From an optimization exercise on the open Yosys and OpenROAD flow, aimed at a short achievable clock period and few clock cycles; shortcuts taken in it are not production practice. At most, simulation tests tie the RTL to the original design; equivalence was not proved. No activity file was given, so power comes from the tool's default toggle rates.

Setup of v43:
==> flow/design.v (excerpt) <==
module proc(
	    clk,
	    rst,
	    imem_rdata,
	    dmem_rdata,
	    imem_addr,
	    dmem_addr,
	    dmem_wdata,
	    dmem_en,
	    dmem_wr,
	    halt
	    );
make LEC_CHECK=0 ABC_CLOCK_PERIOD_IN_PS=2500 CAP_MARGIN=20 CORE_MARGIN=2 CORE_UTILIZATION=40 GPL_ROUTABILITY_DRIVEN=0 SETUP_SLACK_MARGIN=5.0 SLEW_MARGIN=20 SYNTH_HIERARCHICAL=1 TNS_END_PERCENT=100 finish   # period 8.0 ns
run.sh (not shown) runs the stock make flow with config.mk's settings and CLKGATE_MAP_FILE= SYNTH_SCRIPT=/design/flow/synth_recipe.tcl, a recipe that flattens the netlist after the stock synthesis.
Testbench counts of v43, summed over its fixed seeds: cycles 85,394.
Inputs modified between v43 and v24:
Settings: clearing GPL_ROUTABILITY_DRIVEN, which used to be 0; swapping 40 for 30 in CORE_UTILIZATION.
[summary]
Total power of v24 is lower than that of v43. Going from v43 to v24, clock network power down about 11%, shortest clock period the worst path allows after layout flat, global-route usage down 5.9 points, wire length up about 2.6%. Looking at endpoint of the worst setup timing path, the pc[15]$_DFF_P_ result is from v24; the pc[12]$_DFF_P_ one comes from v43. Synthesized instance count of v43 is on par with v24. Sort v43 and v24 by effective utilization at floorplan asc -> top: v24. Non-clock buffer share of cell area: higher on v43. v24 ended up with a lower met1 track utilization from global routing than v43 did. Row count went up by more than 10% going from v43 to v24.
Changes in v52 relative to v24:
Settings: changing CORE_UTILIZATION from 30 to 40.
Results
Area of the die in v52 is about 25% lower than in v24
v52: maximum vdd ir drop is about 3.7% lower than what v24 reported.
The higher global-route usage of v24 and v52 is in v52.
Diff v24 -> v52 | tapcell count | decrease of 329
v52: full flow OK, the timing, DRC and antenna checks passed
v52 vs. v24: sequential cell fraction of total power shrank by 0.3 points, area share of and/or/nand/nor cells after synthesis held steady.
Hold slack: v52 vs v24, no meaningful difference

* * *

Another version of the RTL of proc (not shown whole).
For scale: ~450 flip-flops, about 0.024 mm² of cells after synthesis.
==> flow/config.mk <==
export PLATFORM = sky130hd
export DESIGN_NAME = proc
export DESIGN_NICKNAME = proc
export VERILOG_FILES = /design/flow/design.v
export SDC_FILE = /design/flow/constraint.sdc
export NUM_CORES = 4
export LEC_CHECK = 0
export ABC_CLOCK_PERIOD_IN_PS = 2500
export CAP_MARGIN = 20
export CORE_MARGIN = 2
export CORE_UTILIZATION = 40
export SETUP_SLACK_MARGIN = 4.6
export SLEW_MARGIN = 20
export TNS_END_PERCENT = 100
==> flow/constraint.sdc <==
create_clock -name core_clock -period 8.0 [get_ports {clk}]
set_input_delay 1.6000 -clock core_clock [delete_from_list [all_inputs] [get_ports {clk}]]
set_output_delay 1.6000 -clock core_clock [all_outputs]
set_load 0.01 [all_outputs]
The starting point passed the timing, DRC and antenna checks.
Change:
--- a/flow/config.mk
+++ b/flow/config.mk
@@ -12 +12 @@
-export SETUP_SLACK_MARGIN = 4.6
+export SETUP_SLACK_MARGIN = 5.0
Power went up by a few percent; routed wire length went up by roughly a tenth; sequential share of layout area went down by 4.1 points; setup slack gets worse by 87 ps; cell area went up by roughly a tenth; synthesized cell count stays the same; sequential power is about the same.
No functional check of the RTL was part of any run of this note.

* * *

## the previous run
proc, a different RTL version from the one above (not shown whole).
For scale: about 400 flip-flops, roughly 85 I/O pins, about 0.023 mm2 of cells after synthesis.
clock: 8.0 ns
lec_check: 0
abc_clock_period_in_ps: 1500
cap_margin: 20
core_margin: 2
core_utilization: 40
setup_slack_margin: 5.0
slew_margin: 20
tns_end_percent: 100
The previous run finished end to end and its layout was clean on timing, DRC and antenna.
Here is what was changed in the inputs of the current run compared with the previous run.
Settings: changing ABC_CLOCK_PERIOD_IN_PS from 1500 to 2500.
Notes after the runs:
- From the current run to the previous run, count of distinct cell types in the synthesized netlist did not move at all.
- Delta (the current run minus the previous run): cell count after synthesis ~0 delta, wire length after detailed routing neither gained nor lost much, global-route wire length before repair was more or less identical, final count of pins violating max slew now sits at about the same level, met3 wire length saw little to no change.
- Reported for the previous run and the current run, overall die width turned out identical to the last digit.
- Delta (the current run minus the previous run): clock-buffer cell count about even, total placed instance area barely changed, vertical die dimension now sits at about the same level.
No run of this note included a check of the RTL's function; only the layout flow was run.

* * *

Another version of the RTL of proc (not shown whole).
For scale: ~85 I/O pins, about 29000 µm² of cells after synthesis.
// proc
module proc(
	    clk,
	    rst,
	    imem_rdata,
	    dmem_rdata,
	    imem_addr,
	    dmem_addr,
	    dmem_wdata,
	    dmem_en,
	    dmem_wr,
	    halt
	    );
export LEC_CHECK = 0
export ABC_CLOCK_PERIOD_IN_PS = 2500
export CAP_MARGIN = 20
export CORE_MARGIN = 2
export CORE_UTILIZATION = 55
export PLACE_DENSITY = 0.8
export SETUP_SLACK_MARGIN = 5.0
export SLEW_MARGIN = 20
export SYNTH_HIERARCHICAL = 1
export TNS_END_PERCENT = 100
create_clock -name core_clock -period 8.0 [get_ports {clk}]
The baseline went through all stages and came out clean.
Edit:
Settings changed: CORE_UTILIZATION 55 to 40, PLACE_DENSITY 0.8 to unset.
Outcome: The changed run ran to the end with no violations. Hold slack got worse by 7.5 ps. Clock power increases by a little under a tenth. First-iteration DRC count decreases by well over a third. Core utilization decreases by 18 points. Area after synthesis is unchanged. Final cell count increases by a little under a tenth. Fmax increases by a few percent.
No functional check of the RTL was part of any run of this note.

* * *

proc, a different RTL version from the one above (not shown whole).
For scale: roughly 1900 cells after synthesis, about 360 flip-flops, roughly 85 I/O pins, roughly 20000 sq um of cells after synthesis.
Design proc, start of the top module:
module proc(
	    clk,
	    rst,
	    imem_rdata,
	    dmem_rdata,
	    imem_addr,
	    dmem_addr,
	    dmem_wdata,
	    dmem_en,
	    dmem_wr,
	    halt
	    );
make LEC_CHECK=0 ABC_CLOCK_PERIOD_IN_PS=3000 CAP_MARGIN=20 CORE_MARGIN=2 CORE_UTILIZATION=40 SETUP_SLACK_MARGIN=4.0 SLEW_MARGIN=20 TNS_END_PERCENT=100 finish   # period 8.0 ns
Rerun with:
- ABC_CLOCK_PERIOD_IN_PS: 3000 -> 2500
- SETUP_SLACK_MARGIN: 4.0 -> 5.0
Result: The new run completed with no timing, DRC or antenna violations. Cell area rose by 11%. Total power climbs by 6.5%. Routed wire length grows by 5.7%. Count of clock-buffer cells in the layout shrinks by 1. Global-route usage climbs by 0.92 points. Combinational power goes up by 33%. Via count rose by about 5.6%.
Function was not checked in any run of this note: the RTL went through the layout flow alone.

## port drivers added, routing unchanged
Ports are ideal in the flow. The routed layouts listed here were re-timed in OpenROAD.
Step 1 assumes that a clkbuf_16 drives the clock port and a buf_2 every other input.
Step 2 also shifts input and output timing later by t, the mid clock arrival at the registers, as if the neighbouring blocks saw the same clock.
a / b / c = ideal ports / drivers / drivers and shift; a / b = the first two.
| run | shift t [ns] | setup WS [ns] | clock arrival spread, ns | pins driven straight from the clock port |
|---|---|---|---|---|
| v43 | 0.667 | 4.673 / 4.712 / 4.045 | 0.025 / 0.025 | 1 |
| v24 | 0.676 | 4.674 / 4.608 / 3.932 | 0.030 / 0.030 | 1 |
| v52 | 0.679 | 4.663 / 4.663 / 4.012 | 0.037 / 0.037 | 1 |
| the first run of note 2 | 0.651 | 3.980 / 3.980 / 3.725 | 0.035 / 0.035 | 1 |
| the second run of note 2 | 0.647 | 3.893 / 3.893 / 3.339 | 0.039 / 0.039 | 1 |
| the previous run | 0.635 | 4.082 / 4.082 / 3.547 | 0.023 / 0.023 | 1 |
| the current run | 0.635 | 4.082 / 4.082 / 3.547 | 0.023 / 0.023 | 1 |
| the first run of note 4 | 0.659 | 4.425 / 4.425 / 3.830 | 0.042 / 0.041 | 1 |
| the second run of note 4 | 0.643 | 4.582 / 4.582 / 3.977 | 0.045 / 0.045 | 1 |
| the first run of note 5 | 0.611 | 4.057 / 4.057 / 3.535 | 0.032 / 0.033 | 1 |
| the second run of note 5 | 0.610 | 4.586 / 4.602 / 3.992 | 0.027 / 0.028 | 1 |
After both steps every run listed still meets setup and hold. For v24, which loses most, drivers alone change the setup slack by -0.066 ns; drivers and shift together by -0.742 ns.
